Context: an optimization exercise on an open-source flow, tuned for small area, a short achievable clock period and few clock cycles per item. The choices shown serve that exercise and are no tape-out recipe. Power is estimated from default activity; no workload was simulated.

==> run a <==
==> flow/design.v <==
module top(input  logic [15:0] data_i,
           input  logic        valid_i,
           input  logic        clk,
           input  logic        rst_n,
           output logic        ready_o,
           output logic        valid_o,
           output logic [31:0] password_o);
    localparam int PW = 25;
    localparam int LO = 5;
    logic        got_n;    
    logic        rdy;      
    logic [15:0] cnt;      
    logic        z;        
    logic        z1;       
    logic [15:0] x;        
    logic        xv;       
    logic        mv;       
    logic        big;      
    logic        big_in;   
    logic        big_nx;   
    assign ready_o = rdy;
    assign mv      = valid_i & got_n & rdy & rst_n;
    assign big     = xv & !rdy;
    assign big_in  = (data_i[14:11] != 4'd0) || (data_i[10:0] >= 11'd1600);
    assign big_nx  = x[14:0] >= 15'd3200;
    always_ff @(posedge clk) begin
        got_n <= rst_n & (got_n | valid_i);
        if (big) begin
            x[14:6] <= x[14:6] - 9'd25;
        end else begin
            x  <= data_i;
        end
        xv  <= rst_n & (big | mv);
        rdy <= !rst_n | (big ? !big_nx : !(mv & big_in));
    end
    logic [3:0]  qh;
    logic [6:0]  rh;
    assign qh[0] = (x[10:6] == 5'd2) | (x[10:6] == 5'd3) | (x[10:6] == 5'd5) | (x[10:6] == 5'd6) | (x[10:6] == 5'd8) | (x[10:6] == 5'd9) | (x[10:6] == 5'd11) | (x[10:6] == 5'd12) | (x[10:6] == 5'd15) | (x[10:6] == 5'd18) | (x[10:6] == 5'd21) | (x[10:6] == 5'd24);
    assign qh[1] = (x[10:6] == 5'd4) | (x[10:6] == 5'd5) | (x[10:6] == 5'd6) | (x[10:6] == 5'd10) | (x[10:6] == 5'd11) | (x[10:6] == 5'd12) | (x[10:6] == 5'd16) | (x[10:6] == 5'd17) | (x[10:6] == 5'd18) | (x[10:6] == 5'd22) | (x[10:6] == 5'd23) | (x[10:6] == 5'd24);
    assign qh[2] = (x[10:6] == 5'd7) | (x[10:6] == 5'd8) | (x[10:6] == 5'd9) | (x[10:6] == 5'd10) | (x[10:6] == 5'd11) | (x[10:6] == 5'd12) | (x[10:6] == 5'd19) | (x[10:6] == 5'd20) | (x[10:6] == 5'd21) | (x[10:6] == 5'd22) | (x[10:6] == 5'd23) | (x[10:6] == 5'd24);
    assign qh[3] = (x[10:6] == 5'd13) | (x[10:6] == 5'd14) | (x[10:6] == 5'd15) | (x[10:6] == 5'd16) | (x[10:6] == 5'd17) | (x[10:6] == 5'd18) | (x[10:6] == 5'd19) | (x[10:6] == 5'd20) | (x[10:6] == 5'd21) | (x[10:6] == 5'd22) | (x[10:6] == 5'd23) | (x[10:6] == 5'd24);
    assign rh[0] = 1'b0;
    assign rh[1] = 1'b0;
    assign rh[2] = (x[10:6] == 5'd2) | (x[10:6] == 5'd3) | (x[10:6] == 5'd5) | (x[10:6] == 5'd6) | (x[10:6] == 5'd8) | (x[10:6] == 5'd9) | (x[10:6] == 5'd11) | (x[10:6] == 5'd12) | (x[10:6] == 5'd15) | (x[10:6] == 5'd18) | (x[10:6] == 5'd21) | (x[10:6] == 5'd24);
    assign rh[3] = (x[10:6] == 5'd2) | (x[10:6] == 5'd3) | (x[10:6] == 5'd4) | (x[10:6] == 5'd8) | (x[10:6] == 5'd9) | (x[10:6] == 5'd10) | (x[10:6] == 5'd15) | (x[10:6] == 5'd16) | (x[10:6] == 5'd17) | (x[10:6] == 5'd21) | (x[10:6] == 5'd22) | (x[10:6] == 5'd23);
    assign rh[4] = (x[10:6] == 5'd2) | (x[10:6] == 5'd3) | (x[10:6] == 5'd4) | (x[10:6] == 5'd5) | (x[10:6] == 5'd6) | (x[10:6] == 5'd7) | (x[10:6] == 5'd15) | (x[10:6] == 5'd16) | (x[10:6] == 5'd17) | (x[10:6] == 5'd18) | (x[10:6] == 5'd19) | (x[10:6] == 5'd20);
    assign rh[5] = (x[10:6] == 5'd4) | (x[10:6] == 5'd7) | (x[10:6] == 5'd10) | (x[10:6] == 5'd13) | (x[10:6] == 5'd14) | (x[10:6] == 5'd15) | (x[10:6] == 5'd18) | (x[10:6] == 5'd21) | (x[10:6] == 5'd24);
    assign rh[6] = (x[10:6] == 5'd1) | (x[10:6] == 5'd3) | (x[10:6] == 5'd6) | (x[10:6] == 5'd9) | (x[10:6] == 5'd12) | (x[10:6] == 5'd14) | (x[10:6] == 5'd17) | (x[10:6] == 5'd20) | (x[10:6] == 5'd23);
    logic [7:0]  hs;
    logic        hge;
    logic [3:0]  q_h;
    logic [6:0]  r_h;
    logic [6:0]  a_h;      
    assign hs  = {1'b0, rh} + {2'b0, x[5:0]};
    assign hge = hs >= 8'd100;
    assign r_h = hge ? 7'(hs - 8'd100) : hs[6:0];
    assign q_h = qh + {3'd0, hge};
    assign a_h = x[15] ? r_h : 7'(7'd100 - r_h);
    logic [3:0] q1;
    logic [6:0] a1;
    logic       d1, i1;
    logic       xm;        
    assign xm = xv & rdy;
    always_ff @(posedge clk) begin
        q1 <= xm ? q_h : 4'd0;
        a1 <= xm ? a_h : 7'd0;
        d1 <= x[15] | !xm;
        i1 <= big;
    end
    logic [6:0] dial;
    logic [7:0] a;
    logic       ge, le, hit, hit1;
    logic [6:0] ndial;
    assign a = {1'b0, dial} + {1'b0, a1};
    assign ge    = a[7] | (a[6] & a[5] & (a[4] | a[3] | a[2]));
    assign le    = !ge | (a == 8'd100);
    assign hit   = d1 ? ge : (le && dial != 7'd0);
    assign ndial = ge ? 7'(a - 8'd100) : a[6:0];
    logic [PW-1:0] pw;
    logic [LO:0]   lo;
    logic [PW-LO-1:0] hi_n;
    assign lo = {1'b0, pw[LO-1:0]} + (LO+1)'({i1, q1}) + (LO+1)'(hit1);
    always_comb
        for (int i = 0; i < PW - LO; i++)
            hi_n[i] = pw[LO + i] ^ (lo[LO] & &(pw[PW-1:LO] | ~((PW-LO)'((1 << i) - 1))));
    always_ff @(posedge clk) begin
        if (!got_n) begin
            dial <= 7'd50;
            hit1 <= 1'b0;
            pw   <= '0;
        end else begin
            dial <= ndial;
            hit1 <= hit;
            pw   <= {hi_n, lo[LO-1:0]};
        end
    end
    assign z = got_n & (cnt == 16'd0) & !xv;
    always_ff @(posedge clk) begin
        if (!got_n) cnt <= data_i;
        else        cnt <= cnt - {15'd0, xv & !i1};
        z1      <= z;
        valid_o <= rst_n & z & z1;
    end
    assign password_o = {{(32 - PW){1'b0}}, pw};
endmodule
==> flow/flow/run.sh <==
#!/bin/bash
# The standard layout (the standard.sh: ORFS synthesis to final layout),
# with: port buffers of sky130_fd_sc_hd__buf_2 cells instead of the slower
# delay buffers buffer_ports picks on its own; a clock tree of clkbuf_4 and clkbuf_8 cells
# without dummy loads; and ORFS's timing repair aiming for 9.25 ns of setup
# slack (a 3.75 ns cycle) instead of 0.
set -euo pipefail
bash standard.sh BUFFER_PORTS_ARGS="-buffer_cell sky130_fd_sc_hd__buf_2" \
    CTS_ARGS="-sink_clustering_enable -repair_clock_nets -dont_use_dummy_load -buf_list \"sky130_fd_sc_hd__clkbuf_4 sky130_fd_sc_hd__clkbuf_8\" -sink_clustering_size 30 -sink_clustering_max_diameter 100" \
    SETUP_SLACK_MARGIN=9.25 \
    finish > standard.log 2>&1
==> flow/standard.sh <==
#!/bin/bash
# synth_recipe.tcl (not shown) runs the flow's synth.tcl, then flattens the netlist and writes it again
# the make line also repeats each setting of config.mk as NAME=value (left out here)
make -C /OpenROAD-flow-scripts/flow DESIGN_CONFIG=/design/flow/config.mk WORK_HOME=/design/flow/orfs CLKGATE_MAP_FILE= SYNTH_SCRIPT=/design/flow/synth_recipe.tcl "${@:-finish}"
==> flow/config.mk <==
export PLATFORM = sky130hd
export DESIGN_NAME = top
export DESIGN_NICKNAME = top
export VERILOG_FILES = /design/flow/design.v
export SDC_FILE = /design/flow/constraint.sdc
export NUM_CORES = 4
export LEC_CHECK = 0
export ABC_AREA = 1
export CAP_MARGIN = 20
export CORE_MARGIN = 2
export CORE_UTILIZATION = 40
export PLACE_DENSITY = 0.6
export SLEW_MARGIN = 20
==> flow/constraint.sdc <==
create_clock -name core_clock -period 13.0 [get_ports {clk}]
set_input_delay 2.6000 -clock core_clock [delete_from_list [all_inputs] [get_ports {clk}]]
set_output_delay 2.6000 -clock core_clock [all_outputs]
set_load 0.01 [all_outputs]
==> run b: changes against run a <==
==> flow/design.v, changed modules only <==
module top(input  logic [15:0] data_i,
           input  logic        valid_i,
           input  logic        clk,
           input  logic        rst_n,
           output logic        ready_o,
           output logic        valid_o,
           output logic [31:0] password_o);
    localparam int PW = 25;
    localparam int LO = 5;
    logic        got_n;    
    logic        rdy;      
    logic        tk;       
    logic [15:0] cnt;      
    logic        drain;    
    logic [15:0] x;        
    logic        xv;       
    logic        mv;       
    logic        big;      
    logic        big_in;   
    logic        big_nx;   
    assign ready_o = rdy;
    assign mv      = valid_i & got_n & rdy & rst_n;
    assign big     = xv & ((x[14:11] != 4'd0) || (x[10:0] >= 11'd1600));
    assign big_in  = (data_i[14:11] != 4'd0) || (data_i[10:0] >= 11'd1600);
    assign big_nx  = x[14:0] >= 15'd3200;
    always_ff @(posedge clk) begin
        got_n <= rst_n & (got_n | valid_i);
        tk    <= mv;
        if (big) begin
            x[14:6] <= x[14:6] - 9'd25;
        end else begin
            x  <= data_i;
        end
        xv  <= rst_n & (big | mv);
        rdy <= !rst_n | (big ? !big_nx : !(mv & big_in));
    end
    logic [3:0]  q_h;
    logic [6:0]  r_h;
    always_comb begin
        logic [10:0] t;
        t = x[10:0];
        for (int i = 3; i >= 0; i--) begin
            q_h[i] = t >= (11'd100 << i);
            if (q_h[i]) t = t - (11'd100 << i);
        end
        r_h = t[6:0];
    end
    logic [3:0] q1;
    logic [6:0] r1;
    logic       d1, v1, i1;
    always_ff @(posedge clk) begin
        q1 <= q_h;
        r1 <= r_h;
        d1 <= x[15];
        v1 <= rst_n & xv & !big;
        i1 <= rst_n & big;
    end
    logic [6:0] dial;
    logic [6:0] r;
    logic [7:0] sr, sl;
    logic       hit, hit1;
    logic [6:0] ndial;
    assign r  = v1 ? r1 : 7'd0;
    assign sr = {1'b0, dial} + {1'b0, r};
    assign sl = {1'b0, dial} - {1'b0, r};
    always_comb begin
        if (d1) begin
            hit   = sr >= 8'd100;
            ndial = hit ? 7'(sr - 8'd100) : sr[6:0];
        end else begin
            hit   = (sl[7] || sl == 8'd0) && dial != 7'd0;
            ndial = sl[7] ? 7'(sl + 8'd100) : sl[6:0];
        end
    end
    logic [PW-1:0] pw;
    logic [LO:0]   lo;
    logic          cy;
    logic [PW-LO-1:0] hi_n;
    assign lo = {1'b0, pw[LO-1:0]} + (LO+1)'({i1, v1 ? q1 : 4'd0}) + (LO+1)'(hit1);
    always_comb
        for (int i = 0; i < PW - LO; i++)
            hi_n[i] = pw[LO + i] ^ (cy & &(pw[PW-1:LO] | ~((PW-LO)'((1 << i) - 1))));
    always_ff @(posedge clk) begin
        if (!got_n) begin
            dial <= 7'd50;
            hit1 <= 1'b0;
            cy   <= 1'b0;
            pw   <= '0;
        end else begin
            dial <= ndial;
            hit1 <= hit;
            cy   <= lo[LO];
            pw   <= {hi_n, lo[LO-1:0]};
        end
    end
    always_ff @(posedge clk) begin
        if (!got_n) cnt <= data_i;
        else        cnt <= cnt - {15'd0, tk | drain};
        drain   <= got_n & (drain | (cnt == 16'd0 && !xv));
        valid_o <= rst_n & got_n & drain & (cnt[1:0] == 2'd3);
    end
    assign password_o = {{(32 - PW){1'b0}}, pw};
endmodule
==> flow/run.sh (new file) <==
#!/bin/bash
# synth_recipe.tcl (not shown) runs the flow's synth.tcl, then flattens the netlist and writes it again
# the make line also repeats each setting of config.mk as NAME=value (left out here)
make -C /OpenROAD-flow-scripts/flow DESIGN_CONFIG=/design/flow/config.mk WORK_HOME=/design/flow/orfs CLKGATE_MAP_FILE= SYNTH_SCRIPT=/design/flow/synth_recipe.tcl finish
Settings changed: CTS_CLUSTER_DIAMETER set to 100, CTS_CLUSTER_SIZE set to 30.
removed: flow/flow/run.sh
removed: flow/standard.sh
==> run c: changes against run a <==
--- a/flow/design.v
+++ b/flow/design.v
@@ -11,5 +11,5 @@
     logic        rdy;      
+    logic        tk;       
     logic [15:0] cnt;      
-    logic        z;        
-    logic        z1;       
+    logic        drain;    
     logic [15:0] x;        
@@ -27,2 +27,3 @@
         got_n <= rst_n & (got_n | valid_i);
+        tk    <= mv;
         if (big) begin
@@ -80,2 +81,3 @@
     logic [LO:0]   lo;
+    logic          cy;
     logic [PW-LO-1:0] hi_n;
@@ -84,3 +86,3 @@
         for (int i = 0; i < PW - LO; i++)
-            hi_n[i] = pw[LO + i] ^ (lo[LO] & &(pw[PW-1:LO] | ~((PW-LO)'((1 << i) - 1))));
+            hi_n[i] = pw[LO + i] ^ (cy & &(pw[PW-1:LO] | ~((PW-LO)'((1 << i) - 1))));
     always_ff @(posedge clk) begin
@@ -89,2 +91,3 @@
             hit1 <= 1'b0;
+            cy   <= 1'b0;
             pw   <= '0;
@@ -93,2 +96,3 @@
             hit1 <= hit;
+            cy   <= lo[LO];
             pw   <= {hi_n, lo[LO-1:0]};
@@ -96,8 +100,7 @@
     end
-    assign z = got_n & (cnt == 16'd0) & !xv;
     always_ff @(posedge clk) begin
         if (!got_n) cnt <= data_i;
-        else        cnt <= cnt - {15'd0, xv & !i1};
-        z1      <= z;
-        valid_o <= rst_n & z & z1;
+        else        cnt <= cnt - {15'd0, tk | drain};
+        drain   <= got_n & (drain | (cnt == 16'd0 && !xv));
+        valid_o <= rst_n & got_n & drain & (cnt[1:0] == 2'd3);
     end
==> flow/flow/run.sh (replaced) <==
#!/bin/bash
# The standard layout (the standard.sh: ORFS synthesis to final layout),
# with: port buffers of sky130_fd_sc_hd__buf_2 cells instead of the slower
# delay buffers buffer_ports picks on its own; a clock tree of clkbuf_8 cells
# without dummy loads; and ORFS's timing repair aiming for 9.25 ns of setup
# slack (a 3.75 ns cycle) instead of 0.
set -euo pipefail
bash standard.sh BUFFER_PORTS_ARGS="-buffer_cell sky130_fd_sc_hd__buf_2" \
    CTS_ARGS="-sink_clustering_enable -repair_clock_nets -dont_use_dummy_load -buf_list sky130_fd_sc_hd__clkbuf_8 -sink_clustering_size 30 -sink_clustering_max_diameter 100" \
    SETUP_SLACK_MARGIN=9.25 \
    finish > standard.log 2>&1
==> results.txt <==
| metric | run c | run a | run b |
|---|---|---|---|
| Status | complete, no violations | did not finish | complete, no violations |
| Last stage reached | - | 4_1_cts | - |
| Yosys top cell area share | 0.3249 | 0.3190 | 0.3121 |
| Clock-cell share of area | 0.02319 | - | 0.05285 |
| Setup TNS Final | 0 ns | - | 0 ns |
| Total stage count of the critical path | 1 | - | 1 |
| Internal reg-to-reg setup slack | 9.51 ns | - | 9.71 ns |
| Number of H-tree levels | 3 | - | 3 |
| Average cell area after synthesis | 7.315 sq um | 7.360 sq um | 7.408 sq um |
| Max stage delay on crit path | 0.44 ns | - | 0.56 ns |
| Post-DP HPWL | 8573 um | 8211 um | 8467 um |
| Flip-flop and latch area | 0.001777 sq mm | - | 0.001792 sq mm |
| Worst r2r dst | a1[3] | - | r1[4] |
| Cell count after placement | 839 | 828 | 890 |
| Unrepaired setup endpoints after global routing | false | - | false |
| Leakage power total | 2.595 nW | - | 2.759 nW |
| P_sw | 0.0002023 W | - | 0.0003143 W |
Function was not checked in any run of this note: the RTL went through the layout flow alone.

==> static timing again, ports no longer ideal <==
No port has a modelled driver above. Below, the same layouts with a new extraction and two added sets of constraints. Step 1 (the two cells are an assumption about what drives the block):
set clk [get_ports {clk}]
set_driving_cell -lib_cell sky130_fd_sc_hd__clkbuf_16 $clk
set_driving_cell -lib_cell sky130_fd_sc_hd__buf_2 [delete_from_list [all_inputs] $clk]
Step 2 times the ports against the registers' clock, not the clock port: input delays grow and output delays shrink by t, the midpoint of the rising clock arrivals with the driver on. Slacks: ideal ports / drivers / drivers and shift; pairs: ideal ports / drivers.
run | t, ns | setup slack, ns | latest minus earliest clock arrival (ns)
run b | 0.372 | 9.119 / 9.082 / 9.291 | 0.010 / 0.009
run c | 0.392 | 9.412 / 9.379 / 9.423 | 0.022 / 0.022
After both steps setup and hold are still met in every run listed.
